Background: an optimization exercise with open tools, aiming at small area, a short achievable clock period and few clock cycles. Do not read the settings as production practice.
At most, simulation tests tie the RTL to the original design; equivalence was not proved.
For run 2, only the layout was checked, not whether the RTL still works.
Power is estimated from default activity; no workload was simulated.

## flow/config.mk

```make
export PLATFORM = sky130hd
export DESIGN_NAME = fairy_core
export DESIGN_NICKNAME = fairy_core
export VERILOG_FILES = /design/flow/design.v
export SDC_FILE = /design/flow/constraint.sdc
export NUM_CORES = 4
export LEC_CHECK = 0
export CAP_MARGIN = 20
export CORE_MARGIN = 2
export CORE_UTILIZATION = 25
export GPL_ROUTABILITY_DRIVEN = 1
export PLACE_DENSITY = 0.5
export SLEW_MARGIN = 20
```

## flow/constraint.sdc

```tcl
create_clock -name core_clock -period 15.0 [get_ports {clk}]
set_input_delay 3.0000 -clock core_clock [delete_from_list [all_inputs] [get_ports {clk}]]
set_output_delay 3.0000 -clock core_clock [all_outputs]
set_load 0.01 [all_outputs]
```

## flow/design.v

```verilog
module fairy_mdu(
	input         clk,
	input         resetn,
	input         start,      
	input         isdiv,
	input  [31:0] opa,        
	input  [31:0] opb,        
	input         wr_hi,      
	input         wr_lo,      
	output        busy,
	output [31:0] hi,
	output [31:0] lo
);
reg [31:0] hi_r, lo_r, m_r;
reg [33:0] m3_r;
reg        busy_r, div_r, prep;
reg        b_one, b_two, b_neg;    
reg [3:0]  cnt;
assign busy = busy_r;
assign hi = hi_r;
assign lo = lo_r;
wire [33:0] ms  = {{2{m_r[31]}}, m_r};
wire [33:0] mag = ({34{b_one}} & ms) | ({34{b_two}} & {ms[32:0], 1'b0});
wire [33:0] macc = {{2{hi_r[31]}}, hi_r} + (mag ^ {34{b_neg}}) + {33'd0, b_neg};
wire [34:0] dx = {1'b0, hi_r, lo_r[31:30]};
wire [34:0] t1 = dx - {3'b0, m_r};
wire [34:0] t2 = dx - {2'b0, m_r, 1'b0};
wire [34:0] t3 = dx - {1'b0, m3_r};
wire q1 = ~t1[34], q2 = ~t2[34], q3 = ~t3[34];
wire [31:0] rnext = q3 ? t3[31:0] : q2 ? t2[31:0] : q1 ? t1[31:0] : dx[31:0];
wire [1:0] qbits = q3 ? 2'd3 : q2 ? 2'd2 : q1 ? 2'd1 : 2'd0;
always @(posedge clk) begin
	if (!resetn) begin
		busy_r <= 1'b0;
	end else if (start) begin
		busy_r <= 1'b1;
	end else if (busy_r && !prep && cnt == 4'd15) begin
		busy_r <= 1'b0;
	end
end
always @(posedge clk) begin
	if (start) begin
		cnt   <= 4'd0;
		div_r <= isdiv;
		prep  <= isdiv;
		m_r   <= opb;
		lo_r  <= opa;
		hi_r  <= 32'd0;
		b_one <= opa[0];
		b_two <= opa[1] & ~opa[0];
		b_neg <= opa[1];
	end else if (busy_r) begin
		if (prep) begin
			prep <= 1'b0;
			m3_r <= {2'b0, m_r} + {1'b0, m_r, 1'b0};
		end else begin
			cnt <= cnt + 4'd1;
			if (div_r) begin
				hi_r <= rnext;
				lo_r <= {lo_r[29:0], qbits};
			end else begin
				hi_r  <= macc[33:2];
				lo_r  <= {macc[1:0], lo_r[31:2]};
				b_one <= lo_r[2] ^ lo_r[1];
				b_two <= (lo_r[3] & ~lo_r[2] & ~lo_r[1]) | (~lo_r[3] & lo_r[2] & lo_r[1]);
				b_neg <= lo_r[3] & ~(lo_r[2] & lo_r[1]);
			end
		end
	end else begin
		if (wr_hi) hi_r <= opa;
		if (wr_lo) lo_r <= opa;
	end
end
endmodule
module fairy_rf(
	input         clk,
	input  [31:1] sel0,
	output [31:0] rd0,
	input  [31:1] sel1,
	output [31:0] rd1,
	input         we,
	input  [4:0]  wa,
	input  [3:0]  wbe,
	input  [31:0] wd
);
reg [31:0] r [1:31];
wire [31:0] p0 [0:31];
wire [31:0] p1 [0:31];
assign p0[0] = 32'd0;
assign p1[0] = 32'd0;
genvar i, b;
generate
	for (i = 1; i < 32; i = i + 1) begin : g_reg
		for (b = 0; b < 4; b = b + 1) begin : g_byte
			always @(posedge clk)
				if (we && wa == i && wbe[b])
					r[i][8*b+7:8*b] <= wd[8*b+7:8*b];
		end
		assign p0[i] = p0[i-1] | ({32{sel0[i]}} & r[i]);
		assign p1[i] = p1[i-1] | ({32{sel1[i]}} & r[i]);
	end
endgenerate
assign rd0 = p0[31];
assign rd1 = p1[31];
endmodule
module fairy_core(
	input         clk,
	input         resetn,
	output [31:0] inst_sram_addr,
	input  [31:0] inst_sram_rdata,
	output [ 3:0] data_sram_cen,
	output        data_sram_wr,
	output [31:0] data_sram_addr,
	output [31:0] data_sram_wdata,
	input  [31:0] data_sram_rdata
);
reg [31:2] pc;           
reg [31:0] ir, sk;       
reg        ir_v, sk_v;
reg [31:2] pc_d;         
reg        rep;          
reg        kill;         
assign inst_sram_addr = {pc, 2'b00};
wire a_v = ~rep & ~kill;
reg        e_we, e_load, e_st, e_md, e_isdiv, e_mthi, e_mtlo;
reg [4:0]  e_rd;
reg [2:0]  e_ldt, e_stt;
reg [1:0]  e_sel, e_lop, e_sop;
reg        e_sub, e_sgn, e_fwdA, e_fwdB, e_fwdS;
reg [31:0] e_A, e_B, e_sd;
reg        m_we, m_load, m_wr;
reg [4:0]  m_rd;
reg [2:0]  m_ldt;
reg [31:0] m_res, m_wdata;
reg [3:0]  m_cen;
reg        w_we, w_load;
reg [4:0]  w_rd;
reg [2:0]  w_ldt;
reg [1:0]  w_rot;
reg [31:0] w_res;
reg        x_we, x_load;
reg [4:0]  x_rd;
reg [2:0]  x_ldt;
reg [1:0]  x_a;
reg [31:0] x_val;
assign data_sram_addr  = m_res;
assign data_sram_wdata = m_wdata;
assign data_sram_cen   = m_cen;
assign data_sram_wr    = m_wr;
wire [5:0] op = ir[31:26];
wire [4:0] rs = ir[25:21];
wire [4:0] rt = ir[20:16];
wire [4:0] rdf = ir[15:11];
wire [4:0] sa = ir[10:6];
wire [5:0] fn = ir[5:0];
wire [15:0] imm = ir[15:0];
wire sp = (op == 6'h00);
wire i_sll  = sp & (fn == 6'h00);
wire i_srl  = sp & (fn == 6'h02);
wire i_sra  = sp & (fn == 6'h03);
wire i_sllv = sp & (fn == 6'h04);
wire i_srlv = sp & (fn == 6'h06);
wire i_srav = sp & (fn == 6'h07);
wire i_mfhi = sp & (fn == 6'h10);
wire i_mthi = sp & (fn == 6'h11);
wire i_mflo = sp & (fn == 6'h12);
wire i_mtlo = sp & (fn == 6'h13);
wire i_mult = sp & (fn == 6'h18);
wire i_divu = sp & (fn == 6'h1b);
wire i_addu = sp & (fn == 6'h21);
wire i_subu = sp & (fn == 6'h23);
wire i_and  = sp & (fn == 6'h24);
wire i_or   = sp & (fn == 6'h25);
wire i_xor  = sp & (fn == 6'h26);
wire i_nor  = sp & (fn == 6'h27);
wire i_slt  = sp & (fn == 6'h2a);
wire i_sltu = sp & (fn == 6'h2b);
wire i_regimm = (op == 6'h01);
wire i_bltz   = i_regimm & (rt[0] == 1'b0);
wire i_bgez   = i_regimm & (rt[0] == 1'b1);
wire i_bal    = i_regimm & rt[4];
wire i_j      = (op == 6'h02);
wire i_jal    = (op == 6'h03);
wire i_beq    = (op == 6'h04);
wire i_bne    = (op == 6'h05);
wire i_blez   = (op == 6'h06);
wire i_bgtz   = (op == 6'h07);
wire i_addiu  = (op == 6'h09);
wire i_slti   = (op == 6'h0a);
wire i_sltiu  = (op == 6'h0b);
wire i_andi   = (op == 6'h0c);
wire i_ori    = (op == 6'h0d);
wire i_xori   = (op == 6'h0e);
wire i_lui    = (op == 6'h0f);
wire i_load   = (op[5:3] == 3'b100);
wire i_store  = (op[5:3] == 3'b101);
wire shift_imm = i_sll | i_srl | i_sra;
wire shift_var = i_sllv | i_srlv | i_srav;
wire r_alu = i_addu | i_subu | i_and | i_or | i_xor | i_nor | i_slt | i_sltu
           | shift_imm | shift_var;
wire i_alu = i_addiu | i_slti | i_sltiu | i_andi | i_ori | i_xori | i_lui;
wire link  = i_jal | i_bal;
wire is_br = i_regimm | i_beq | i_bne | i_blez | i_bgtz;
wire is_hl = i_mfhi | i_mflo | i_mthi | i_mtlo | i_mult | i_divu;
wire uses_rs = (r_alu & ~shift_imm) | (i_alu & ~i_lui) | i_load | i_store
             | is_br | i_mult | i_divu | i_mthi | i_mtlo;
wire uses_rt = r_alu | i_store | i_beq | i_bne | i_mult | i_divu;
wire need_d_rt = i_beq | i_bne;
wire has_dest = r_alu | i_alu | i_load | link | i_mfhi | i_mflo;
wire [4:0] dest = link ? 5'd31 : (i_alu | i_load) ? rt : rdf;
wire d_we = has_dest & (dest != 5'd0);
wire [31:0] rf0, rf1;
wire [31:0] x_wval;
wire [3:0]  x_be;
fairy_rf rf(
	.clk(clk),
	.sel0(sel0), .rd0(rf0),
	.sel1(sel1), .rd1(rf1),
	.we(x_we), .wa(x_rd), .wbe(x_be), .wd(x_wval)
);
wire x_part = x_load & (x_ldt == 3'd5 || x_ldt == 3'd6);
reg hE0, hM0, hW0, hX0, hE1, hM1, hW1, hX1;
reg [31:1] sel0, sel1;    
wire st0 = uses_rs & ((hE0 & (e_load | is_br)) | (hM0 & m_load) | (hW0 & w_load) | (hX0 & x_part));
wire st1 = uses_rt & ((hE1 & (e_load | need_d_rt)) | (hM1 & m_load) | (hW1 & w_load) | (hX1 & x_part));
wire [31:0] v0 = ({32{hM0}} & m_res) | ({32{hW0}} & w_res) | ({32{hX0}} & x_wval) | rf0;
wire [31:0] v1 = ({32{hM1}} & m_res) | ({32{hW1}} & w_res) | ({32{hX1}} & x_wval) | rf1;
wire md_busy;
wire [31:0] hi, lo;
wire st_hl = is_hl & (md_busy | e_md | e_mthi | e_mtlo);
wire stall = ir_v & (st0 | st1 | st_hl);
wire issue = ir_v & ~stall;
wire eq   = (v0 == v1);
wire neg  = v0[31];
wire zero = (v0 == 32'd0);
wire cond = (i_beq & eq) | (i_bne & ~eq) | (i_blez & (neg | zero))
          | (i_bgtz & ~neg & ~zero) | (i_bltz & neg) | (i_bgez & ~neg)
          | i_j | i_jal;
wire taken = issue & cond;
wire [31:2] pc_d4 = pc_d + 30'd1;
wire [31:2] br_target = (i_j | i_jal) ? {pc_d4[31:28], ir[25:0]}
                                       : pc_d4 + {{14{imm[15]}}, imm};
wire sk_next = stall & (sk_v | a_v);
always @(posedge clk) begin
	if (!resetn) begin
		pc   <= 30'h2ff00000;    
		ir_v <= 1'b0;
		sk_v <= 1'b0;
		rep  <= 1'b1;
		kill <= 1'b0;
	end else begin
		if (taken)
			pc <= br_target;
		else if (!sk_next)
			pc <= pc + 30'd1;
		rep  <= sk_next;
		kill <= taken;
		sk_v <= sk_next;
		if (!stall) begin
			ir_v <= sk_v | a_v;
		end
	end
end
wire [31:0] nx = sk_v ? sk : inst_sram_rdata;    
wire [4:0] nrs = nx[25:21];
wire [4:0] nrt = nx[20:16];
wire iss_we = issue & d_we;
wire nE0 = iss_we & (dest == nrs), nM0 = e_we & (e_rd == nrs);
wire nW0 = m_we & (m_rd == nrs),   nX0 = w_we & (w_rd == nrs);
wire nE1 = iss_we & (dest == nrt), nM1 = e_we & (e_rd == nrt);
wire nW1 = m_we & (m_rd == nrt),   nX1 = w_we & (w_rd == nrt);
always @(posedge clk) begin
	if (!stall) begin
		ir   <= nx;
		pc_d <= pc - 30'd1;
		sel0 <= ((32'd1 << nrs) >> 1) & {31{~(nE0 | nM0 | nW0 | nX0)}};
		sel1 <= ((32'd1 << nrt) >> 1) & {31{~(nE1 | nM1 | nW1 | nX1)}};
		hE0 <= nE0; hM0 <= nM0 & ~nE0; hW0 <= nW0 & ~nE0 & ~nM0; hX0 <= nX0 & ~nE0 & ~nM0 & ~nW0;
		hE1 <= nE1; hM1 <= nM1 & ~nE1; hW1 <= nW1 & ~nE1 & ~nM1; hX1 <= nX1 & ~nE1 & ~nM1 & ~nW1;
	end else begin
		sel0 <= ((32'd1 << rs) >> 1) & {31{~(hE0 | hM0 | hW0)}};
		sel1 <= ((32'd1 << rt) >> 1) & {31{~(hE1 | hM1 | hW1)}};
		hE0 <= 1'b0; hM0 <= hE0; hW0 <= hM0; hX0 <= hW0;
		hE1 <= 1'b0; hM1 <= hE1; hW1 <= hM1; hX1 <= hW1;
	end
	if (!sk_v)
		sk <= inst_sram_rdata;
end
wire [31:0] pc_d8 = {pc_d + 30'd2, 2'b00};
wire [31:0] immx = i_lui ? {imm, 16'd0}
                 : (i_andi | i_ori | i_xori) ? {16'd0, imm}
                 : {{16{imm[15]}}, imm};
always @(posedge clk) begin
	if (!resetn || !issue) begin
		e_we   <= 1'b0;
		e_load <= 1'b0;
		e_st   <= 1'b0;
		e_md   <= 1'b0;
		e_mthi <= 1'b0;
		e_mtlo <= 1'b0;
	end else begin
		e_we   <= d_we;
		e_load <= i_load;
		e_st   <= i_store;
		e_md   <= i_mult | i_divu;
		e_mthi <= i_mthi;
		e_mtlo <= i_mtlo;
	end
end
always @(posedge clk) begin
	e_rd    <= dest;
	e_isdiv <= i_divu;
	e_ldt   <= (op[2:0] == 3'b000) ? 3'd0 :    
	           (op[2:0] == 3'b100) ? 3'd1 :    
	           (op[2:0] == 3'b001) ? 3'd2 :    
	           (op[2:0] == 3'b101) ? 3'd3 :    
	           (op[2:0] == 3'b010) ? 3'd5 :    
	           (op[2:0] == 3'b110) ? 3'd6 :    
	                                 3'd4;     
	e_stt   <= (op[2:0] == 3'b000) ? 3'd0 :    
	           (op[2:0] == 3'b001) ? 3'd1 :    
	           (op[2:0] == 3'b010) ? 3'd3 :    
	           (op[2:0] == 3'b110) ? 3'd4 :    
	                                 3'd2;     
	e_sel   <= (i_slt | i_sltu | i_slti | i_sltiu) ? 2'd1 :
	           (i_and | i_or | i_xor | i_nor | i_andi | i_ori | i_xori) ? 2'd2 :
	           (shift_imm | shift_var) ? 2'd3 : 2'd0;
	e_sub   <= i_subu | i_slt | i_sltu | i_slti | i_sltiu;
	e_sgn   <= i_slt | i_slti;
	e_lop   <= (i_and | i_andi) ? 2'd0 : (i_or | i_ori) ? 2'd1 :
	           (i_xor | i_xori) ? 2'd2 : 2'd3;
	e_sop   <= (i_sll | i_sllv) ? 2'd0 : (i_srl | i_srlv) ? 2'd1 : 2'd2;
	e_fwdA  <= hE0 & ~(link | shift_imm | i_mfhi | i_mflo | i_lui);
	e_fwdB  <= hE1 & (r_alu | i_mult | i_divu);
	e_fwdS  <= hE1 & i_store;
	e_sd    <= v1;
	e_A     <= link ? pc_d8 :
	           shift_imm ? {27'd0, sa} :
	           i_mfhi ? hi :
	           i_mflo ? lo :
	           i_lui ? 32'd0 : v0;
	e_B     <= (i_alu | i_load | i_store) ? immx :
	           (link | i_mfhi | i_mflo) ? 32'd0 : v1;
end
wire [31:0] A = e_fwdA ? m_res : e_A;
wire [31:0] B = e_fwdB ? m_res : e_B;
wire [31:0] bx = B;
wire [31:0] SD = e_fwdS ? m_res : e_sd;
wire [32:0] sum = {e_sgn & A[31], A} + ({e_sgn & bx[31], bx} ^ {33{e_sub}}) + {32'd0, e_sub};
reg [31:0] lres;
always @(*) begin
	case (e_lop)
		2'd0: lres = A & B;
		2'd1: lres = A | B;
		2'd2: lres = A ^ B;
		default: lres = ~(A | B);
	endcase
end
wire [4:0] shamt = A[4:0];
wire sleft = (e_sop == 2'd0);
wire [31:0] brev, sres;
genvar k;
generate for (k = 0; k < 32; k = k + 1) begin : g_rev
	assign brev[k] = B[31-k];
	assign sres[k] = sleft ? sext[31-k] : sext[k];
end endgenerate
wire [31:0] sin = sleft ? brev : B;
wire sfill = (e_sop == 2'd2) & B[31];
wire [63:0] sext = {{32{sfill}}, sin} >> shamt;
reg [31:0] res;
always @(*) begin
	case (e_sel)
		2'd0: res = sum[31:0];
		2'd1: res = {31'd0, sum[32]};
		2'd2: res = lres;
		default: res = sres;
	endcase
end
wire [1:0] ea = sum[1:0];
reg [31:0] wdata;
reg [3:0]  cen;
always @(*) begin
	case (e_stt)
		3'd0: begin wdata = {4{SD[7:0]}};  cen = 4'b0001 << ea; end
		3'd1: begin wdata = {2{SD[15:0]}}; cen = ea[1] ? 4'b1100 : 4'b0011; end
		3'd3: begin wdata = SD >> (8 * (3 - ea)); cen = 4'b1111 >> (3 - ea); end
		3'd4: begin wdata = SD << (8 * ea);       cen = 4'b1111 << ea; end
		default: begin wdata = SD; cen = 4'b1111; end
	endcase
end
fairy_mdu mdu(
	.clk(clk), .resetn(resetn),
	.start(e_md), .isdiv(e_isdiv),
	.opa(A), .opb(B),
	.wr_hi(e_mthi), .wr_lo(e_mtlo),
	.busy(md_busy), .hi(hi), .lo(lo)
);
always @(posedge clk) begin
	if (!resetn) begin
		m_we <= 1'b0; m_load <= 1'b0; m_wr <= 1'b0;
		w_we <= 1'b0; w_load <= 1'b0;
		x_we <= 1'b0; x_load <= 1'b0;
	end else begin
		m_we <= e_we; m_load <= e_load; m_wr <= e_st;
		w_we <= m_we; w_load <= m_load;
		x_we <= w_we; x_load <= w_load;
	end
end
always @(posedge clk) begin
	m_rd <= e_rd; m_ldt <= e_ldt; m_res <= res; m_wdata <= wdata; m_cen <= cen;
	w_rd <= m_rd; w_ldt <= m_ldt; w_res <= m_res;
	w_rot <= (m_ldt == 3'd5) ? m_res[1:0] + 2'd1 : m_res[1:0];
	x_rd <= w_rd; x_ldt <= w_ldt; x_a <= w_res[1:0];
	x_val <= w_load ? ({data_sram_rdata, data_sram_rdata} >> (8 * w_rot)) : w_res;
end
wire [31:0] xr = x_val;
reg [31:0] lval;
always @(*) begin
	case (x_ldt)
		3'd0: lval = {{24{xr[7]}}, xr[7:0]};
		3'd1: lval = {24'd0, xr[7:0]};
		3'd2: lval = {{16{xr[15]}}, xr[15:0]};
		3'd3: lval = {16'd0, xr[15:0]};
		default: lval = xr;
	endcase
end
assign x_wval = x_load ? lval : x_val;
assign x_be = ~x_load ? 4'b1111 :
              (x_ldt == 3'd5) ? (4'b1111 << (3 - x_a)) :
              (x_ldt == 3'd6) ? (4'b1111 >> x_a) : 4'b1111;
endmodule
```

## flow/run.sh

```bash
#!/bin/bash
# synth_recipe.tcl (not shown) runs the flow's synth.tcl, then flattens the netlist and writes it again
# the make line also repeats each setting of config.mk as NAME=value (left out here)
make -C /OpenROAD-flow-scripts/flow DESIGN_CONFIG=/design/flow/config.mk WORK_HOME=/design/flow/orfs CLKGATE_MAP_FILE= SYNTH_SCRIPT=/design/flow/synth_recipe.tcl finish
```

==> metrics.cfg, run 1 <==
[clocking]
h-tree-depth=4
cts_setup_buffers=0
ctsHoldBuffers=0
clk_latency_ps=940
cts_tree=done
cts.sinks=1622
ctsResizeCount=0
cts_buffer_depth=4
root_buffer=clkbuf_16
cts_buffers=184
clk_pin_slew_ps=60

[detailed_routing]
ant_nets=0
wl_met3_microns=61100
first_iter_violations=14200
drc=0
dr.pass1.iters=12
met1_length_microns=161000
num_vias=79200
wl_per_cell_microns=36.0
wl_microns=467000
highest_layer=met5
wl_met2_microns=199000
vias_per_cell=6.12

[logic_synthesis]
synth_edf_count=1157
netlist-cell-type-count=93
async_reset_ff_share_pct=0
ys_seq_elements=1622
seq_area_frac_synth_pct=50.9
syn_avg_cell_area_sq_um=10.7
yosys_warnings=4
synth_ff_type=edfxtp_1
synthCells=8119
synth_area_sq_mm=0.0866

[worst_setup_path]
r2r_slack_ps=8480
timing.rr.start=x_ldt[2]
crit_path_start_kind=flop
r2r_end=pc[28]
critical_path_class=flop to flop
required_ps=15740
arrival_ps=7250
cp_max_fo=71
cp-end-kind=flop
ff2ff_path_depth=15

[grt]
grt_pass1_wl_microns=625000
grt_pass1_vias=74500
grt_overflow=0
track_usage_pct=25.5
grt_max_degree=88
antenna_found_initial=48

[timing]
tightest_slew_ps=1320
slew_headroom_pct=12.2
fin_skew_ps=115
period_share_pct=43.5
finalSetupTns_ps=0
rsz0062_at_grt=false
hold_violations=0
setup_ws_ps=8480
fmax_ghz=0.153
finalWorstPathRequiredPeriod_ps=6520
setup_violations=0
slew_viol_final=0

[placement]
hpwl_microns=310000
dp_slack_ps=8560
gp_congestion=1.01
io_buffers=164

[floorplanning]
start_util_pct=25.1
die_w_microns=592
dieArea_sq_mm=0.351
ios=167
num_rows=216
die_h_microns=592
core_sq_mm=0.345

[worst_hold_path]
min_delay_worst_endpoint=m_ldt[2]
hold_depth=0
holdCritStartpoint=e_ldt[2]
min_path_type=flop to flop

[finish]
fill_cells=35500
post-route-util_pct=29.1
drive_gt1_share_pct=11.0
syn2layout_area_growth_pct=16.1
multi_input_area_sq_mm=0.0401
num-nets-final=8540
final_common_cell=edfxtp_1
layout_common_cells=1157 x edfxtp_1, 593 x a22oi_1, 572 x nand2_1
regArea_sq_mm=0.0443

[flow_run]
maxCapViolCount=0

[power_and_ir_drop]
power_mw=13.6
power.leakage_nw=35.8
power_density_mw_per_mm2=135
ir_drop_uv=83.2

[status]
run_status=finished clean

[registers in the layout, summed over array words and instances, names as in the netlist, 32 cells and up]
name	count
w_res	32
e_B	32
e_sd	32
mdu.hi_r	32
rf.r	992
mdu.lo_r	32
m_res	32
x_val	32
mdu.m_r	32
ir	32
e_A	32
mdu.m3_r	34
sk	32
m_wdata	32
[through the flow]
step	instance area [sq um]	std cells	hold slack, ps
2_1_floorplan	86600	8120	310
4_1_cts	100000	12900	326
3_5_place_dp	94300	12600	313
6_report	101000	13000	328
3_3_place_gp	94300	12600	313
5_1_grt	100000	12900	333
[power by group]
part           switching, mW  total (mW)  internal [mW]  leakage, nW
logic                   2.10        3.03          0.924         18.5
registers              0.483        5.94           5.46         14.4
clock network           2.02        4.62           2.59         2.90
[synth_stat cells, types with 27 or more instances]
cell,instances,area [sq um]
edfxtp_1,1157,34700
nor2_1,595,2230
a22oi_1,593,4450
nand2_1,572,2150
dfxtp_1,465,9310
a21oi_1,427,2140
clkbuf_1,419,1570
o21ai_0,343,1720
ha_1,293,3670
mux2i_1,259,2590
xnor2_1,254,2220
a22o_1,252,2210
inv_1,243,912
a221oi_1,232,2030
nand3_1,203,1020
nand4_1,183,1140
xor2_1,162,1420
mux2_2,130,1460
o22ai_1,114,713
a21o_1,94,706
a211oi_1,91,683
nor3_1,80,400
buf_1,78,293
o211ai_1,65,488
nand2b_1,57,357
nor4_1,55,344
a222oi_1,51,510
nor2b_1,47,294
o21a_1,46,345
or3_1,46,288
and3_1,44,275
or4_1,39,293
a31oi_1,30,188
and2_1,27,169
buf_2,27,135
[worst max-delay path, cell delays in order (launching register included)]
cell and delay (ps):
dfxtp_1 380, nand2b_1 130, buf_4 520, or3_1 200, buf_4 400, nand2_1 650, a211o_1 620, xor2_1 210
nor4_1 950, nand2_1 130, nor3_1 520, mux2i_1 210, a31oi_4 210, buf_4 620, o211ai_1 210, a211o_1 310
[per-layer routing]
layer	vias up	global-route usage [%]
met4	18	19.2
met1	38500	29.0
li1	31700	-
met2	6885	38.8
met3	2159	9.78
met5	-	0.284
[cell type report]
cell class / count / area share [%]
Sequential cell: 1622 / 44.0
Multi-Input combinational cell: 5719 / 39.9
Tap cell: 4578 / 5.70
Clock buffer: 240 / 5.03
Timing Repair Buffer: 400 / 3.42
Inverter: 247 / 0.922
Clock inverter: 90 / 0.883
Antenna cell: 57 / 0.142
[worst max-delay path by stage]
stage | from | to | slack, ps | cells after the start
after floorplan | inst_sram_rdata[16] | sel1[20] | 9750 | 7
after global placement | inst_sram_rdata[16] | sel1[29] | 8460 | 9
after detailed placement | inst_sram_rdata[16] | sel1[15] | 8560 | 9
after CTS | x_val[7] | pc[28] | 8620 | 14
after global routing | x_ldt[2] | pc[28] | 8410 | 15
final | x_ldt[2] | pc[28] | 8480 | 15
[cells by family (layout without fill, tap and decap cells)]
kind of cell / Yosys count / in the layout / synth area share (%)
flip-flops: 1622 / 1622 / 50.9
adder cells (fa/ha/maj): 300 / 300 / 4.40
buffers and inverters: 779 / 977 / 3.46
other: 1 / 59 / 0.00433
AO/OA/AOI/OAI: 2597 / 2597 / 21.4
XOR/XNOR: 416 / 416 / 4.21
multiplexers: 390 / 390 / 4.71
AND/OR/NAND/NOR: 2014 / 2014 / 11.0
Testbench counts, summed over its fixed seeds: cycles 41,327.
==> inputs of run 2 (changes only) <==
--- a/flow/design.v
+++ b/flow/design.v
@@ -130,2 +130,4 @@
 reg [31:0] e_A, e_B, e_sd;
+reg [4:0]  e_sa;         
+reg        e_fwdSA;
 reg        m_we, m_load, m_wr;
@@ -140,6 +142,6 @@
 reg [31:0] w_res;
-reg        x_we, x_load;
+reg        x_we;
 reg [4:0]  x_rd;
-reg [2:0]  x_ldt;
-reg [1:0]  x_a;
+reg [3:0]  x_be;
+reg        x_part;
 reg [31:0] x_val;
@@ -213,3 +215,2 @@
 wire [31:0] x_wval;
-wire [3:0]  x_be;
 fairy_rf rf(
@@ -220,6 +221,7 @@
 );
-wire x_part = x_load & (x_ldt == 3'd5 || x_ldt == 3'd6);
 reg hE0, hM0, hW0, hX0, hE1, hM1, hW1, hX1;
 reg [31:1] sel0, sel1;    
-wire st0 = uses_rs & ((hE0 & (e_load | is_br)) | (hM0 & m_load) | (hW0 & w_load) | (hX0 & x_part));
+wire e_add = (e_sel == 2'd0) & ~e_load;
+wire fast0 = (i_beq | i_bne) & ~hE1 & e_add;
+wire st0 = uses_rs & ((hE0 & (e_load | (is_br & ~fast0))) | (hM0 & m_load) | (hW0 & w_load) | (hX0 & x_part));
 wire st1 = uses_rt & ((hE1 & (e_load | need_d_rt)) | (hM1 & m_load) | (hW1 & w_load) | (hX1 & x_part));
@@ -229,6 +231,12 @@
 wire [31:0] hi, lo;
-wire st_hl = is_hl & (md_busy | e_md | e_mthi | e_mtlo);
+wire st_hl = ((i_mfhi | i_mflo) & (md_busy | e_md | e_mthi | e_mtlo))
+           | ((i_mthi | i_mtlo) & (md_busy | e_md));
 wire stall = ir_v & (st0 | st1 | st_hl);
 wire issue = ir_v & ~stall;
-wire eq   = (v0 == v1);
+wire [31:0] fa = e_fwdA ? m_res : e_A;
+wire [31:0] fb = (e_fwdB ? m_res : e_B) ^ {32{e_sub}};
+wire [31:0] fc = fa ^ fb ^ v1;
+wire [31:0] fo = (fa & fb) | (fa & fc) | (fb & fc);
+wire eq_sum = (fc[0] == e_sub) & (fc[31:1] == fo[30:0]);
+wire eq   = hE0 ? eq_sum : (v0 == v1);
 wire neg  = v0[31];
@@ -242,2 +250,6 @@
                                        : pc_d4 + {{14{imm[15]}}, imm};
+reg  ir_j;
+wire a_jump = a_v & (inst_sram_rdata[31:27] == 5'b00001);
+wire [31:2] a_tgt = {pc[31:28], inst_sram_rdata[25:0]};
+wire redirect = taken & ~ir_j & ~(is_br & (imm == 16'd1));
 wire sk_next = stall & (sk_v | a_v);
@@ -251,8 +263,8 @@
 	end else begin
-		if (taken)
+		if (redirect)
 			pc <= br_target;
 		else if (!sk_next)
-			pc <= pc + 30'd1;
+			pc <= a_jump ? a_tgt : pc + 30'd1;
 		rep  <= sk_next;
-		kill <= taken;
+		kill <= redirect;
 		sk_v <= sk_next;
@@ -263,2 +275,5 @@
 end
+always @(posedge clk)
+	if (!stall)
+		ir_j <= ~sk_v & a_jump;
 wire [31:0] nx = sk_v ? sk : inst_sram_rdata;    
@@ -336,4 +351,5 @@
 	e_sd    <= v1;
+	e_sa    <= shift_imm ? sa : v0[4:0];
+	e_fwdSA <= hE0 & shift_var;
 	e_A     <= link ? pc_d8 :
-	           shift_imm ? {27'd0, sa} :
 	           i_mfhi ? hi :
@@ -358,3 +374,3 @@
 end
-wire [4:0] shamt = A[4:0];
+wire [4:0] shamt = e_fwdSA ? m_res[4:0] : e_sa;
 wire sleft = (e_sop == 2'd0);
@@ -401,3 +417,3 @@
 		w_we <= 1'b0; w_load <= 1'b0;
-		x_we <= 1'b0; x_load <= 1'b0;
+		x_we <= 1'b0;
 	end else begin
@@ -405,3 +421,3 @@
 		w_we <= m_we; w_load <= m_load;
-		x_we <= w_we; x_load <= w_load;
+		x_we <= w_we;
 	end
@@ -412,9 +428,13 @@
 	w_rot <= (m_ldt == 3'd5) ? m_res[1:0] + 2'd1 : m_res[1:0];
-	x_rd <= w_rd; x_ldt <= w_ldt; x_a <= w_res[1:0];
-	x_val <= w_load ? ({data_sram_rdata, data_sram_rdata} >> (8 * w_rot)) : w_res;
+	x_rd  <= w_rd;
+	x_val <= w_load ? lval : w_res;
+	x_be  <= ~w_load ? 4'b1111 :
+	         (w_ldt == 3'd5) ? (4'b1111 << (3 - w_res[1:0])) :
+	         (w_ldt == 3'd6) ? (4'b1111 >> w_res[1:0]) : 4'b1111;
+	x_part <= w_load & (w_ldt == 3'd5 || w_ldt == 3'd6);
 end
-wire [31:0] xr = x_val;
+wire [31:0] xr = {data_sram_rdata, data_sram_rdata} >> (8 * w_rot);
 reg [31:0] lval;
 always @(*) begin
-	case (x_ldt)
+	case (w_ldt)
 		3'd0: lval = {{24{xr[7]}}, xr[7:0]};
@@ -426,6 +446,3 @@
 end
-assign x_wval = x_load ? lval : x_val;
-assign x_be = ~x_load ? 4'b1111 :
-              (x_ldt == 3'd5) ? (4'b1111 << (3 - x_a)) :
-              (x_ldt == 3'd6) ? (4'b1111 >> x_a) : 4'b1111;
+assign x_wval = x_val;
 endmodule
==> flow/flow/run.sh (new file) <==
#!/bin/bash
# Layout: the standard flow (standard synthesis, floorplan, placement,
# CTS, routing) unchanged, except that the buffers ORFS puts on the input and
# output ports (buffer_ports) are sky130_fd_sc_hd__buf_4 cells.
set -euo pipefail
export BUFFER_PORTS_ARGS="-buffer_cell sky130_fd_sc_hd__buf_4"
bash standard.sh > standard.log 2>&1
==> flow/standard.sh (new file) <==
#!/bin/bash
# synth_recipe.tcl (not shown) runs the flow's synth.tcl, then flattens the netlist and writes it again
# the make line also repeats each setting of config.mk as NAME=value (left out here)
make -C /OpenROAD-flow-scripts/flow DESIGN_CONFIG=/design/flow/config.mk WORK_HOME=/design/flow/orfs CLKGATE_MAP_FILE= SYNTH_SCRIPT=/design/flow/synth_recipe.tcl "${@:-finish}"
--- a/flow/config.mk
+++ b/flow/config.mk
@@ -7,3 +7,3 @@
 export LEC_CHECK = 0
-export CAP_MARGIN = 20
+export CAP_MARGIN = 60
 export CORE_MARGIN = 2
@@ -12,2 +12,2 @@
 export PLACE_DENSITY = 0.5
-export SLEW_MARGIN = 20
+export SLEW_MARGIN = 60
removed: flow/run.sh
==> metrics.cfg, run 2 <==
[placement]
dp_cells=12800
gp_congestion=0.997
hpwl_microns=322000
place_area_sq_mm=0.0970
io_buffers=164

[flow_run]
maxCapViolCount=0

[clocking]
cts.sinks=1628
cts_buffers=187
clk_pin_slew_ps=60
root_buffer=clkbuf_16
clk_latency_ps=950
cts_tree=done
ctsResizeCount=0
cts_setup_buffers=0
ctsHoldBuffers=0
h-tree-depth=4
cts_buffer_depth=4

[detailed_routing]
num_vias=80400
vias_per_cell=6.10
wl_per_cell_microns=36.3
drc=0
wl_microns=479000
ant_nets=0
first_iter_violations=13600
dr.pass1.iters=8

[grt]
track_usage_pct=25.6
grt_pass1_wl_microns=639000
grt-busiest-layer=met2
met2_usage_pct=39.0
use_met1_pct=29.3
use_met3_pct=9.19
antenna_found_initial=33
grt_overflow=0
grt_max_degree=97
grt_pass1_vias=75700

[finish]
syn2layout_area_growth_pct=17.2
post-route-util_pct=29.4
drive_gt1_share_pct=15.1
layout_common_cells=1158 x edfxtp_1, 485 x nand2_1, 478 x nor2_1
regMostFlops=rf.r
top_regs=rf.r: 992 flops, mdu.m3_r: 34 flops
fin_cells=13200
largest_reg_flops=992
final_common_cell=edfxtp_1
num-nets-final=8672
final_area_sq_mm=0.104

[logic_synthesis]
synth_edf_count=1158
netlist-cell-type-count=94
syn_avg_cell_area_sq_um=10.8
yosysMostFrequentCell=edfxtp_1
synth-compound-area-share_pct=21.7
seq_area_frac_synth_pct=49.8
synth_area_sq_mm=0.0886
async_reset_ff_share_pct=0
synth-simple-area-share_pct=11.0
synth_top_cell_area_share_pct=39.2
synth_ff_type=edfxtp_1
yosysTopAreaCell=edfxtp_1
synthCells=8206
synth_fa_ha_area_share_pct=5.01
synth_top_family_by_area=compound AO/OA/AOI/OAI gates
yosys-top-cells-count=1158 x edfxtp_1, 495 x nand2_1, 493 x nor2_1
yosys_warnings=4
synth.area.mux_share_pct=4.23
synth-xor-area-share_pct=4.52
synthTopCellsByArea=edfxtp_1 39%, dfxtp_1 11%, ha_1 4.2%
ys_seq_elements=1628

[timing]
period_share_pct=37.9
rsz0062_at_grt=false
setup_violations=0
tightest_slew_ps=713
slew_viol_final=0
hold_violations=0
slew_headroom_pct=52.0
fin_skew_ps=113
finalWorstPathRequiredPeriod_ps=5690
fmax_ghz=0.176
finalSetupTns_ps=0

[floorplanning]
die_h_microns=599
start_util_pct=25.1
die_w_microns=599
core_sq_mm=0.353
ios=167
num_rows=218
dieArea_sq_mm=0.359

[worst_hold_path]
hold_depth=0
min_path_type=flop to flop

[worst_setup_path]
crit_cells=18
required_ps=15720
slowest_delay_ps=780
cp_max_fo=39
cp_num_buf_inv=4
crit_chain=buf_4, a22o_1, a221oi_1, nand4_1, or3_1, inv_1, fa_1, xor2_1, nand4_1, nor4_1, a31oi_2, o211ai_1, o21ai_1, o21ai_4, buf_4, buf_12, a2bb2oi_1, a21oi_1
crit_path_start_kind=flop
critical_path_class=flop to flop
path_delay_family=compound AO/OA/AOI/OAI gates
slowest_stage=dfxtp_4
arrival_ps=6410
ff2ff_path_depth=18
cp-end-kind=flop

[power_and_ir_drop]
p_comb_share_pct=23.0
internal-power_mw=9.24
power.leakage_nw=36.6
p_sw_share_pct=34.6
ir_drop_uv=97.5
p_seq_share_pct=43.0
power_density_mw_per_mm2=136
p_sw_mw=4.89
p_clk_share_pct=34.0

[status]
run_status=finished clean

run 2: cell count changes in the layout (fill, tap and decap cells not counted), moves of 87 or more:
cell / delta
nand2_1: -87
clkdlybuf4s50_1: -163
a22o_1: +160
mux2i_1: -113
a221oi_1: +161
a22oi_1: -221
and2_2: +123
buf_4: +116
run 2: per-stage QoR:
step	power, mW	setup WS [ps]	hold slack (ps)
global placement	9.14	9260	315
floorplan	7.46	9930	310
CTS	14.0	9620	328
finish	14.1	9310	328
detailed placement	9.22	9440	314
global route	14.5	9250	328
run 2: cell type report:
cell class / instances / area (sq um)
multi-input cells: 5768 / 42200
fillers: 36000 / 249000
diodes: 27 / 67.6
well taps: 4730 / 5920
clock buffers: 250 / 5190
clock inverters: 94 / 1050
repair buffers: 426 / 3930
flip-flops and latches: 1628 / 44500
inverters: 263 / 988
run 2: kinds of logic after synthesis:
| logic type | after synthesis |
|---|---|
| AO/OA/AOI/OAI | 2670 |
| XOR/XNOR | 457 |
| adder cells (fa/ha/maj) | 332 |
| buffers and inverters | 811 |
| flip-flops | 1628 |
| multiplexers | 306 |
| other | 1 |
| AND/OR/NAND/NOR | 2001 |
run 2: metal layers:
layer  vias up  share of wire [%]
li1      32100                  -
met1     39500                 35
met2      6739                 43
met3      2076                 13
met4        16                9.4
met5         -              0.043
run 2: final timing paths:
check | startpoint | endpoint | slack, ps
setup / recovery | sel1[3] | pc[11] | 9310
hold / removal | e_ldt[2] | m_ldt[2] | 330
setup reg to reg | sel1[3] | pc[11] | 9310
hold reg to reg | e_ldt[2] | m_ldt[2] | 330
run 2: power groups by stage:
stage | logic (mW) | clock network, mW | registers (mW)
floorplan | 1.50 | 0 | 5.95
global placement | 3.01 | 0 | 6.13
CTS | 3.09 | 4.82 | 6.05
global route | 3.38 | 4.99 | 6.09
finish | 3.25 | 4.81 | 6.07
detailed placement | 3.08 | 0 | 6.15
==> inputs of run 3 (changes only) <==
--- a/flow/design.v
+++ b/flow/design.v
@@ -225,4 +225,5 @@
 wire fast0 = (i_beq | i_bne) & ~hE1 & e_add;
+wire fast1 = (i_beq | i_bne) & ~hE0 & e_add;
 wire st0 = uses_rs & ((hE0 & (e_load | (is_br & ~fast0))) | (hM0 & m_load) | (hW0 & w_load) | (hX0 & x_part));
-wire st1 = uses_rt & ((hE1 & (e_load | need_d_rt)) | (hM1 & m_load) | (hW1 & w_load) | (hX1 & x_part));
+wire st1 = uses_rt & ((hE1 & (e_load | (need_d_rt & ~fast1))) | (hM1 & m_load) | (hW1 & w_load) | (hX1 & x_part));
 wire [31:0] v0 = ({32{hM0}} & m_res) | ({32{hW0}} & w_res) | ({32{hX0}} & x_wval) | rf0;
@@ -237,6 +238,7 @@
 wire [31:0] fb = (e_fwdB ? m_res : e_B) ^ {32{e_sub}};
-wire [31:0] fc = fa ^ fb ^ v1;
+wire [31:0] fv = hE0 ? v1 : v0;
+wire [31:0] fc = fa ^ fb ^ fv;
 wire [31:0] fo = (fa & fb) | (fa & fc) | (fb & fc);
 wire eq_sum = (fc[0] == e_sub) & (fc[31:1] == fo[30:0]);
-wire eq   = hE0 ? eq_sum : (v0 == v1);
+wire eq   = (hE0 | hE1) ? eq_sum : (v0 == v1);
 wire neg  = v0[31];
==> flow/run.sh (new file) <==
#!/bin/bash
# synth_recipe.tcl (not shown) runs the flow's synth.tcl, then flattens the netlist and writes it again
# the make line also repeats each setting of config.mk as NAME=value (left out here)
make -C /OpenROAD-flow-scripts/flow DESIGN_CONFIG=/design/flow/config.mk WORK_HOME=/design/flow/orfs CLKGATE_MAP_FILE= SYNTH_SCRIPT=/design/flow/synth_recipe.tcl finish
removed: flow/flow/run.sh
removed: flow/standard.sh
==> metrics.cfg, run 3 <==
[status]
run_status=finished clean

[worst_setup_path]
critical_path_class=flop to flop
required_ps=15750
slowest_delay_ps=600
crit_chain=buf_4, a22oi_1, nand4_1, nor4_1, nand4_1, mux2i_1, fa_1, xnor2_1, nor4_2, nand4_1, nor3_2, nor3b_1, mux2i_1, a21o_4, a221oi_1, a211oi_1
ff2ff_path_depth=16
crit_path_start_kind=flop
timing.rr.start=sel0[15]
cp_max_fo=51
path_common_cell=nand4_1
slowest_stage=nand4_1
cp_num_buf_inv=1
r2r_slack_ps=9050
r2r_end=pc[6]
path_delay_family=simple AND/OR/NAND/NOR gates
cp-end-kind=flop
arrival_ps=6690

[clocking]
h-tree-depth=4
ctsHoldBuffers=0
cts_buffer_depth=4
cts_tree=done
cts_setup_buffers=0
ctsResizeCount=0
cts_buffers=191
clk_pin_slew_ps=70
cts.sinks=1628
root_buffer=clkbuf_16
clk_latency_ps=970

[finish]
num-nets-final=8779
largest_reg_flops=992
drive_gt1_share_pct=14.2
top_regs=rf.r: 992 flops, mdu.m3_r: 34 flops
syn2layout_area_growth_pct=17.8
fin_cells=13300
final_common_cell=edfxtp_1
layout_common_cells=1158 x edfxtp_1, 1053 x a22oi_1, 543 x nand2_1
regMostFlops=rf.r

[floorplanning]
start_util_pct=25.1
dieArea_sq_mm=0.360
ios=167
core_sq_mm=0.353
die_h_microns=600
die_w_microns=600
num_rows=218

[grt]
use_met1_pct=30.4
grt_pass1_wl_microns=645000
grt_overflow=0
grt_pass1_vias=75600
use_met3_pct=8.69
met2_usage_pct=39.0
antenna_found_initial=17
grt_max_degree=91
grt-busiest-layer=met2
track_usage_pct=25.8

[flow_run]
maxCapViolCount=0

[placement]
hpwl_microns=329000
io_buffers=164
gp_congestion=0.998
dp_slack_ps=8830
dp_cells=12900

[logic_synthesis]
ys_seq_elements=1628
netlist-cell-type-count=89
synth_top_cell_area_share_pct=39.2
yosysMostFrequentCell=edfxtp_1
yosysTopAreaCell=edfxtp_1
syn_avg_cell_area_sq_um=10.7
yosys-top-cells-count=1158 x edfxtp_1, 1053 x a22oi_1, 554 x nand2_1
synth_ff_type=edfxtp_1
synthCells=8257
yosys_warnings=4
seq_area_frac_synth_pct=49.8
synth_edf_count=1158
synth_area_sq_mm=0.0887
synthTopCellsByArea=edfxtp_1 39%, dfxtp_1 11%, a22oi_1 8.9%
async_reset_ff_share_pct=0

[detailed_routing]
wl_microns=484000
vias_per_cell=6.02
first_iter_violations=13900
num_vias=80000
dr.pass1.iters=10
ant_nets=0
wl_per_cell_microns=36.4
drc=0

[timing]
fin_skew_ps=125
rsz0062_at_grt=false
fmax_ghz=0.168
slew_headroom_pct=52.0
slew_viol_final=0
hold_violations=0
period_share_pct=39.6
setup_ws_ps=9050
tightest_slew_ps=720
finalWorstPathRequiredPeriod_ps=5950
finalSetupTns_ps=0
setup_violations=0

[power_and_ir_drop]
power.leakage_nw=36.0
ir_drop_uv=98.7
power_density_mw_per_mm2=138

[worst_hold_path]
hold_depth=0
holdCritStartpoint=e_ldt[2]
min_path_type=flop to flop
min_delay_worst_endpoint=m_ldt[2]

run 3: cell count changes after synthesis, sizes merged, moves of 35 or more:
cell / delta
a22o: -361
mux2: +35
nor4: +58
nand2: +59
a22oi: +688
or3: -57
nand3: -69
a221oi: -316
o211ai: -75
nand4: +114
run 3: logic make-up (layout without fill, tap and decap cells):
logic type,after synthesis,in the layout,synth area share (%)
compound gates,2573,2573,20.0
mux,369,369,5.08
buf+inv,788,1071,3.88
xor+xnor,455,455,4.49
flops,1628,1628,49.8
simple gates,2111,2111,11.8
fa+ha+maj,332,332,5.00
other cells,1,17,0.00423
run 3: worst max-delay path by stage:
stage / startpoint / end / slack, ps / cells past startpoint
3_3_place_gp: sel0[10] / pc[17] / 8050 / 16
4_1_cts: sel0[15] / pc[10] / 9370 / 16
5_1_grt: sel1[10] / pc[5] / 9020 / 16
3_5_place_dp: inst_sram_rdata[25] / sel0[19] / 8830 / 10
6_report: sel0[15] / pc[6] / 9050 / 16
2_1_floorplan: inst_sram_rdata[16] / sel1[23] / 10060 / 10
run 3: area by class of cell:
class	instances	area (sq um)
Sequential cell	1628	44400
Clock inverter	102	1180
Tap cell	4730	5920
Fill cell	36100	248000
Antenna cell	15	37.5
Clock buffer	251	5370
Inverter	259	975
Multi-Input combinational cell	5842	42300
Timing Repair Buffer	459	4320
run 3: stage by stage:
step           utilization [%]  area, sq um  hold WS [ps]  total power [mW]
6_report                  29.6       104000           328              14.4
5_1_grt                   29.6       104000           334              14.8
4_1_cts                   29.5       104000           331              14.3
3_5_place_dp              27.6        97500           321              9.35
3_3_place_gp              27.1        95700           317              9.23
2_1_floorplan                -        88700           310              7.50
run 3: worst register-to-register path: cells and delay by family, from the launching register on:
| kind | cells | cell delay, ps |
|---|---|---|
| AND/OR/NAND/NOR | 7 | 2350 |
| AO/OA/AOI/OAI | 4 | 1260 |
| multiplexers | 2 | 630 |
| adder cells (fa/ha/maj) | 1 | 480 |
| flip-flops | 1 | 450 |
| buffers and inverters | 1 | 450 |
| XOR/XNOR | 1 | 160 |
run 3: report_power, final:
group | internal, mW | switching [mW] | total, mW
Sequential | 5.48 | 0.542 | 6.02
Clock | 2.88 | 2.09 | 4.97
Combinational | 1.12 | 2.32 | 3.44
Total | 9.48 | 4.95 | 14.4
run 3: layer usage:
metal	vias up	routed length (microns)
met3	1960	58700
met5	-	223
met2	6525	207000
met1	39300	174000
li1	32200	-
met4	8	43800
Testbench counts of run 3, summed over its fixed seeds: cycles 37,960.
==> inputs of run 4 (changes only) <==
--- a/flow/design.v
+++ b/flow/design.v
@@ -224,6 +224,5 @@
 wire e_add = (e_sel == 2'd0) & ~e_load;
-wire fast0 = (i_beq | i_bne) & ~hE1 & e_add;
-wire fast1 = (i_beq | i_bne) & ~hE0 & e_add;
+wire fast0 = (i_beq | i_bne) & (rt == 5'd0) & e_add;
 wire st0 = uses_rs & ((hE0 & (e_load | (is_br & ~fast0))) | (hM0 & m_load) | (hW0 & w_load) | (hX0 & x_part));
-wire st1 = uses_rt & ((hE1 & (e_load | (need_d_rt & ~fast1))) | (hM1 & m_load) | (hW1 & w_load) | (hX1 & x_part));
+wire st1 = uses_rt & ((hE1 & (e_load | need_d_rt)) | (hM1 & m_load) | (hW1 & w_load) | (hX1 & x_part));
 wire [31:0] v0 = ({32{hM0}} & m_res) | ({32{hW0}} & w_res) | ({32{hX0}} & x_wval) | rf0;
@@ -237,8 +236,7 @@
 wire [31:0] fa = e_fwdA ? m_res : e_A;
-wire [31:0] fb = (e_fwdB ? m_res : e_B) ^ {32{e_sub}};
-wire [31:0] fv = hE0 ? v1 : v0;
-wire [31:0] fc = fa ^ fb ^ fv;
-wire [31:0] fo = (fa & fb) | (fa & fc) | (fb & fc);
+wire [31:0] fb = e_fwdB ? (m_res ^ {32{e_sub}}) : e_B;
+wire [31:0] fc = fa ^ fb;
+wire [31:0] fo = fa & fb | (fa | fb) & fc;
 wire eq_sum = (fc[0] == e_sub) & (fc[31:1] == fo[30:0]);
-wire eq   = (hE0 | hE1) ? eq_sum : (v0 == v1);
+wire eq   = hE0 ? eq_sum : (v0 == v1);
 wire neg  = v0[31];
@@ -305,2 +303,3 @@
 end
+wire d_sub = i_subu | i_slt | i_sltu | i_slti | i_sltiu;
 wire [31:0] pc_d8 = {pc_d + 30'd2, 2'b00};
@@ -344,3 +343,3 @@
 	           (shift_imm | shift_var) ? 2'd3 : 2'd0;
-	e_sub   <= i_subu | i_slt | i_sltu | i_slti | i_sltiu;
+	e_sub   <= d_sub;
 	e_sgn   <= i_slt | i_slti;
@@ -359,10 +358,10 @@
 	           i_lui ? 32'd0 : v0;
-	e_B     <= (i_alu | i_load | i_store) ? immx :
-	           (link | i_mfhi | i_mflo) ? 32'd0 : v1;
+	e_B     <= {32{d_sub}} ^ ((i_alu | i_load | i_store) ? immx :
+	           (link | i_mfhi | i_mflo) ? 32'd0 : v1);
 end
 wire [31:0] A = e_fwdA ? m_res : e_A;
-wire [31:0] B = e_fwdB ? m_res : e_B;
+wire [31:0] B = e_fwdB ? (m_res ^ {32{e_sub}}) : e_B;
 wire [31:0] bx = B;
 wire [31:0] SD = e_fwdS ? m_res : e_sd;
-wire [32:0] sum = {e_sgn & A[31], A} + ({e_sgn & bx[31], bx} ^ {33{e_sub}}) + {32'd0, e_sub};
+wire [32:0] sum = {e_sgn & A[31], A} + {e_sgn ? bx[31] : e_sub, bx} + {32'd0, e_sub};
 reg [31:0] lres;
==> flow/flow/run.sh (new file) <==
#!/bin/bash
# Layout: the standard flow (standard synthesis, floorplan, placement,
# CTS, routing) unchanged, except that the buffers ORFS puts on the input and
# output ports (buffer_ports) are sky130_fd_sc_hd__buf_4 cells.
set -euo pipefail
export BUFFER_PORTS_ARGS="-buffer_cell sky130_fd_sc_hd__buf_4"
bash standard.sh > standard.log 2>&1
==> flow/standard.sh (new file) <==
#!/bin/bash
# synth_recipe.tcl (not shown) runs the flow's synth.tcl, then flattens the netlist and writes it again
# the make line also repeats each setting of config.mk as NAME=value (left out here)
make -C /OpenROAD-flow-scripts/flow DESIGN_CONFIG=/design/flow/config.mk WORK_HOME=/design/flow/orfs CLKGATE_MAP_FILE= SYNTH_SCRIPT=/design/flow/synth_recipe.tcl "${@:-finish}"
removed: flow/run.sh
==> metrics.cfg, run 4 <==
[finish]
final_area_sq_mm=0.102
final_common_cell=edfxtp_1
top_regs=rf.r: 992 flops, mdu.m3_r: 34 flops
layout_common_cells=1158 x edfxtp_1, 918 x a22oi_1, 563 x nand2_1
num-nets-final=8596
drive_gt1_share_pct=15.6
fin_cells=13000
post-route-util_pct=29.5
regMostFlops=rf.r
syn2layout_area_growth_pct=17.2
multi_input_area_sq_mm=0.0410
fill_cells=35500
largest_reg_flops=992
regArea_sq_mm=0.0445

[floorplanning]
ios=167
start_util_pct=25.2
die_h_microns=594
dieArea_sq_mm=0.353
num_rows=216
core_sq_mm=0.346
die_w_microns=594

[placement]
io_buffers=164
hpwl_microns=317000
place_area_sq_mm=0.0953
dp_cells=12600
gp_congestion=0.998
dp_slack_ps=8980

[detailed_routing]
drc=0
vias_per_cell=6.13
wl_per_cell_microns=36.1
wl_microns=470000
ant_nets=0
num_vias=79800
first_iter_violations=14000
dr.pass1.iters=13

[logic_synthesis]
async_reset_ff_share_pct=0
synthTopCellsByArea=edfxtp_1 40%, dfxtp_1 11%, a22oi_1 7.9%
synth-xor-area-share_pct=4.87
ys_seq_elements=1628
synth_fa_ha_area_share_pct=3.96
synth_area_sq_mm=0.0872
yosys_warnings=4
synth.area.mux_share_pct=4.60
synth_edf_count=1158
syn_avg_cell_area_sq_um=10.7
yosysMostFrequentCell=edfxtp_1
synth_ff_type=edfxtp_1
seq_area_frac_synth_pct=50.7
synth-compound-area-share_pct=21.0
yosys-top-cells-count=1158 x edfxtp_1, 918 x a22oi_1, 568 x nand2_1
synth_top_family_by_area=compound AO/OA/AOI/OAI gates
synthCells=8155
synth-simple-area-share_pct=11.5
netlist-cell-type-count=92
yosysTopAreaCell=edfxtp_1
synth_top_cell_area_share_pct=39.9

[status]
run_status=finished clean

[timing]
finalSetupTns_ps=0
fmax_ghz=0.180
finalWorstPathRequiredPeriod_ps=5560
slew_headroom_pct=52.8
hold_violations=0
rsz0062_at_grt=false
slew_viol_final=0
setup_ws_ps=9440
tightest_slew_ps=708
fin_skew_ps=119
period_share_pct=37.1
setup_violations=0
timing.hold.ws_ps=344

[worst_hold_path]
min_path_type=flop to flop

[worst_setup_path]
required_ps=15740
crit_path_start_kind=flop
arrival_ps=6300
cp-end-kind=flop
cp_max_fo=36
critical_path_class=flop to flop
r2r_slack_ps=9440

[clocking]
ctsHoldBuffers=0
cts_tree=done
clk_pin_slew_ps=60
cts_buffers=187
cts.sinks=1628
h-tree-depth=4
clk_latency_ps=960
root_buffer=clkbuf_16
ctsResizeCount=0
cts_setup_buffers=0
cts_buffer_depth=4

[grt]
grt_overflow=0
grt_pass1_wl_microns=630000
antenna_found_initial=18
track_usage_pct=25.4
grt_max_degree=95
grt_pass1_vias=75200

[power_and_ir_drop]
ir_drop_uv=101
power_mw=13.9
power.leakage_nw=35.8
power_density_mw_per_mm2=136

[flow_run]
maxCapViolCount=0

run 4: logic make-up (layout without fill, tap and decap cells):
kind of cell / count (synthesis) / count (layout)
other: 1 / 28
buffers and inverters: 765 / 1026
XOR/XNOR: 485 / 485
multiplexers: 313 / 313
AO/OA/AOI/OAI: 2642 / 2642
adder cells (fa/ha/maj): 271 / 271
flip-flops: 1628 / 1628
AND/OR/NAND/NOR: 2050 / 2050
run 4: layer usage:
metal,global-route usage (%),share of wire [%],up-vias
met4,18.3,9.0,4
met1,29.0,35,39000
li1,-,-,31900
met3,9.53,13,2059
met2,38.8,43,6831
met5,0.622,0.060,-
run 4: worst max-delay path, stage by stage, from the launching register on:
cell and delay [ps]:
dfxtp_4 670, buf_4 400, nor2_1 110, a21oi_2 300, fa_4 850, inv_2 360, nand3_1 110, nor4_1 210
nand4_1 440, nand3_1 270, a31oi_1 60, a41o_1 240, nor3_2 410, or2_2 560, o21ai_0 180, o21a_1 200
run 4: area by class of cell:
| type | instances | area share, % |
|---|---|---|
| antenna | 26 | 0.0637 |
| clock buffer | 244 | 5.04 |
| clock inverter | 103 | 1.17 |
| inverter | 242 | 0.892 |
| multi-input combinational | 5763 | 40.1 |
| sequential | 1628 | 43.6 |
| tap | 4578 | 5.61 |
| timing repair buffer | 437 | 3.57 |
run 4: where the power goes:
part           switching [mW]  internal [mW]
clock                    2.07           2.80
sequential              0.747           5.50
combinational            1.85          0.948
total                    4.67           9.25
run 4: worst paths after layout:
kind | startpoint | endpoint | depth (start not counted)
worst min-delay path | e_ldt[0] | m_ldt[0] | 0
worst min register to register | e_ldt[0] | m_ldt[0] | 0
worst max-delay path | e_fwdB | pc[12] | 15
worst max register to register | e_fwdB | pc[12] | 15
Testbench counts of run 4, summed over its fixed seeds: cycles 37,966.
==> inputs of run 5 (changes only) <==
--- a/flow/design.v
+++ b/flow/design.v
@@ -116,3 +116,6 @@
 );
-reg [31:2] pc;           
+reg [31:2] pc_seq;       
+reg [31:2] pc_tgt;       
+reg        take;         
+wire [31:2] pc = take ? pc_tgt : pc_seq;    
 reg [31:0] ir, sk;       
@@ -131,2 +134,3 @@
 reg [4:0]  e_sa;         
+reg        e_zero;        
 reg        e_fwdSA;
@@ -223,4 +227,3 @@
 reg [31:1] sel0, sel1;    
-wire e_add = (e_sel == 2'd0) & ~e_load;
-wire fast0 = (i_beq | i_bne) & (rt == 5'd0) & e_add;
+wire fast0 = (i_beq | i_bne) & (rt == 5'd0) & (e_sel == 2'd0) & ~e_load & ~e_fwdA & ~e_fwdB;
 wire st0 = uses_rs & ((hE0 & (e_load | (is_br & ~fast0))) | (hM0 & m_load) | (hW0 & w_load) | (hX0 & x_part));
@@ -235,8 +238,3 @@
 wire issue = ir_v & ~stall;
-wire [31:0] fa = e_fwdA ? m_res : e_A;
-wire [31:0] fb = e_fwdB ? (m_res ^ {32{e_sub}}) : e_B;
-wire [31:0] fc = fa ^ fb;
-wire [31:0] fo = fa & fb | (fa | fb) & fc;
-wire eq_sum = (fc[0] == e_sub) & (fc[31:1] == fo[30:0]);
-wire eq   = hE0 ? eq_sum : (v0 == v1);
+wire eq   = hE0 ? e_zero : (v0 == v1);
 wire neg  = v0[31];
@@ -255,14 +253,14 @@
 wire sk_next = stall & (sk_v | a_v);
+wire [31:2] pc_inc = take ? pc_tgt + 30'd1 : pc_seq + 30'd1;
 always @(posedge clk) begin
 	if (!resetn) begin
-		pc   <= 30'h2ff00000;    
-		ir_v <= 1'b0;
-		sk_v <= 1'b0;
-		rep  <= 1'b1;
-		kill <= 1'b0;
+		pc_seq <= 30'h2ff00000;    
+		take   <= 1'b0;
+		ir_v   <= 1'b0;
+		sk_v   <= 1'b0;
+		rep    <= 1'b1;
+		kill   <= 1'b0;
 	end else begin
-		if (redirect)
-			pc <= br_target;
-		else if (!sk_next)
-			pc <= a_jump ? a_tgt : pc + 30'd1;
+		take   <= redirect;
+		pc_seq <= sk_next ? pc : a_jump ? a_tgt : pc_inc;
 		rep  <= sk_next;
@@ -276,2 +274,4 @@
 always @(posedge clk)
+	pc_tgt <= br_target;
+always @(posedge clk)
 	if (!stall)
@@ -304,2 +304,11 @@
 wire d_sub = i_subu | i_slt | i_sltu | i_slti | i_sltiu;
+wire [31:0] dA = link ? pc_d8 :
+                 i_mfhi ? hi :
+                 i_mflo ? lo :
+                 i_lui ? 32'd0 : v0;
+wire [31:0] dB = {32{d_sub}} ^ ((i_alu | i_load | i_store) ? immx :
+                 (link | i_mfhi | i_mflo) ? 32'd0 : v1);
+wire [31:0] zc = dA ^ dB;
+wire [31:0] zo = dA & dB | (dA | dB) & zc;
+wire d_zero = (zc[0] == d_sub) & (zc[31:1] == zo[30:0]);
 wire [31:0] pc_d8 = {pc_d + 30'd2, 2'b00};
@@ -354,8 +363,5 @@
 	e_fwdSA <= hE0 & shift_var;
-	e_A     <= link ? pc_d8 :
-	           i_mfhi ? hi :
-	           i_mflo ? lo :
-	           i_lui ? 32'd0 : v0;
-	e_B     <= {32{d_sub}} ^ ((i_alu | i_load | i_store) ? immx :
-	           (link | i_mfhi | i_mflo) ? 32'd0 : v1);
+	e_A     <= dA;
+	e_B     <= dB;
+	e_zero  <= d_zero;
 end
--- a/flow/config.mk
+++ b/flow/config.mk
@@ -10,2 +10,4 @@
 export CORE_UTILIZATION = 25
+export CTS_CLUSTER_DIAMETER = 100
+export CTS_CLUSTER_SIZE = 22
 export GPL_ROUTABILITY_DRIVEN = 1
==> metrics.cfg, run 5 <==
[finish]
multi_input_area_sq_mm=0.0418
regMostFlops=rf.r
syn2layout_area_growth_pct=13.6
largest_reg_flops=992
top_regs=rf.r: 992 flops, mdu.m3_r: 34 flops
fill_cells=36800
regArea_sq_mm=0.0451
drive_gt1_share_pct=14.0
layout_common_cells=1158 x edfxtp_1, 758 x a22oi_1, 521 x nand2_1
num-nets-final=8675
final_common_cell=edfxtp_1

[worst_setup_path]
critical_path_class=flop to output port
arrival_ps=2680
cp_max_fo=46
crit_path_start_kind=flop
cp-end-kind=output port
required_ps=12000

[grt]
grt_pass1_wl_microns=636000
track_usage_pct=25.0
grt_pass1_vias=75700
grt_max_degree=96
antenna_found_initial=24
grt_overflow=0

[detailed_routing]
dr.pass1.iters=7
ant_nets=0
first_iter_violations=13000
vias_per_cell=6.01
drc=0
wl_microns=472000
num_vias=79200
wl_per_cell_microns=35.9

[logic_synthesis]
async_reset_ff_share_pct=0
ys_seq_elements=1659
synth_ff_type=edfxtp_1
syn_avg_cell_area_sq_um=10.8
yosysMostFrequentCell=edfxtp_1
synthCells=8276
seq_area_frac_synth_pct=50.3
yosys-top-cells-count=1158 x edfxtp_1, 760 x a22oi_1, 525 x nand2_1
synth_area_sq_mm=0.0890
synth_top_cell_area_share_pct=39.1
netlist-cell-type-count=108
synthTopCellsByArea=edfxtp_1 39%, dfxtp_1 11%, a22oi_1 6.4%
yosys_warnings=4
synth_edf_count=1158
yosysTopAreaCell=edfxtp_1

[floorplanning]
die_h_microns=601
ios=167
core_sq_mm=0.355
start_util_pct=25.1
num_rows=219
die_w_microns=601
dieArea_sq_mm=0.361

[clocking]
cts_buffer_depth=4
clk_pin_slew_ps=100
cts.sinks=1659
cts_buffers=102
root_buffer=clkbuf_16
cts_setup_buffers=0
h-tree-depth=3
ctsHoldBuffers=0
clk_latency_ps=950
cts_tree=done
ctsResizeCount=0

[timing]
setup_violations=0
period_share_pct=37.9
slew_viol_final=0
rsz0062_at_grt=false
setup_ws_ps=9320
tightest_slew_ps=708
fin_skew_ps=101
fmax_ghz=0.176
slew_headroom_pct=52.8
hold_violations=0
finalSetupTns_ps=0
finalWorstPathRequiredPeriod_ps=5680

[placement]
dp_slack_ps=9630
gp_congestion=0.998
io_buffers=164
hpwl_microns=319000

[power_and_ir_drop]
power.leakage_nw=35.3
power_density_mw_per_mm2=123
ir_drop_uv=92.4

[flow_run]
maxCapViolCount=0

[worst_hold_path]
min_path_type=flop to flop

[status]
run_status=finished clean

-- run 5: changes by cell type in the layout (fill, tap and decap cells not counted), moves of 35 or more --
cell / delta
a22oi_1: -160
inv_1: +97
clkbuf_16: -87
a22o_1: +77
a221oi_1: +75
mux2i_1: +54
o21ai_0: -45
a31oi_1: +43
dfxtp_1: +43
nand2_1: -42
nand3_1: +36
a211oi_1: -35
-- run 5: cells by family after synthesis --
| kind of cell | synth area share (%) |
|---|---|
| DFF | 50.3 |
| AOI/OAI and AO/OA | 20.7 |
| other | 0.00421 |
| xor gates and xnor gates | 4.61 |
| and+or+nand+nor | 11.1 |
| muxes | 5.25 |
| adders and majority gates | 4.30 |
| buffers and inverters | 3.65 |
-- run 5: final timing paths --
path | from | endpoint | slack [ps] | depth (start not counted)
setup reg to reg | m_res[0] | m_res[20] | 9880 | 18
hold / removal | e_ldt[2] | m_ldt[2] | 340 | 0
hold reg to reg | e_ldt[2] | m_ldt[2] | 340 | 0
setup / recovery | take | inst_sram_addr[18] | 9320 | 4
-- run 5: layer usage --
layer	vias up	share of wire [%]	track usage, %
met1	39200	36	29.2
met5	-	0.014	0
li1	32000	-	-
met2	6097	44	39.3
met4	10	8.8	18.0
met3	1816	11	7.03
-- run 5: critical path: stages (launching register included) --
cell     delay, ps
dfxtp_2        350
buf_6          390
mux2i_2        560
inv_1          190
buf_4          190
-- run 5: final cells by class --
cell class / count / share of cell area, %
well taps: 4751 / 5.88
repair buffers: 431 / 3.69
multi-input cells: 5778 / 41.4
inverters: 336 / 1.25
diodes: 23 / 0.0569
clock buffers: 155 / 2.76
flip-flops and latches: 1659 / 44.6
clock inverters: 30 / 0.380
-- run 5: report_power, final --
part / switching [mW] / total [mW] / internal, mW
Sequential: 0.689 / 6.30 / 5.61
Combinational: 1.96 / 2.95 / 0.988
Clock: 1.79 / 3.15 / 1.36
Total: 4.44 / 12.4 / 7.95
-- run 5: metrics by stage --
stage	instance area [sq um]	util [%]	hold slack, ps	std cells	power (mW)
3_3_place_gp	96000	27.0	322	12900	9.11
5_1_grt	101000	28.5	350	13100	12.7
6_report	101000	28.5	343	13200	12.4
3_5_place_dp	97500	27.5	320	12900	9.20
2_1_floorplan	89000	-	310	8277	7.52
4_1_cts	101000	28.3	343	13100	12.3
Testbench counts of run 5, summed over its fixed seeds: cycles 37,966.

separate check: timing with driven ports:
The results above use ideal ports. As a check the final layouts listed here were re-extracted and re-timed, cells and wires unchanged. Step 1: set_driving_cell puts a clkbuf_16 on clk and a buf_2 on each other input, an assumption about the parent block. Step 2 moves the port delays by t, midway between the first and last clock arrival at a register: inputs arrive t later, outputs are due t later. That takes back most of the time a late clock gives input paths. Slacks: ideal / step 1 / step 2; pairs: ideal / step 1.
| run | t (ns) | setup slack, ns | worst data-port slew with drivers (ns) | cell pins on the clock port's net |
|---|---|---|---|---|
| run 1 | 0.992 | 8.482 / 8.482 / 8.480 | 0.07 | 1 |
| run 2 | 1.012 | 9.309 / 9.309 / 9.309 | 0.10 | 1 |
| run 3 | 1.010 | 9.054 / 9.054 / 8.735 | 0.09 | 1 |
| run 4 | 1.007 | 9.437 / 9.437 / 8.834 | 0.12 | 1 |
| run 5 | 1.028 | 9.316 / 9.195 / 9.544 | 0.05 | 1 |
After both steps setup and hold are still met in every run listed. For run 4, which loses most, drivers alone change the setup slack by 0.000 ns; drivers and shift together by -0.603 ns.
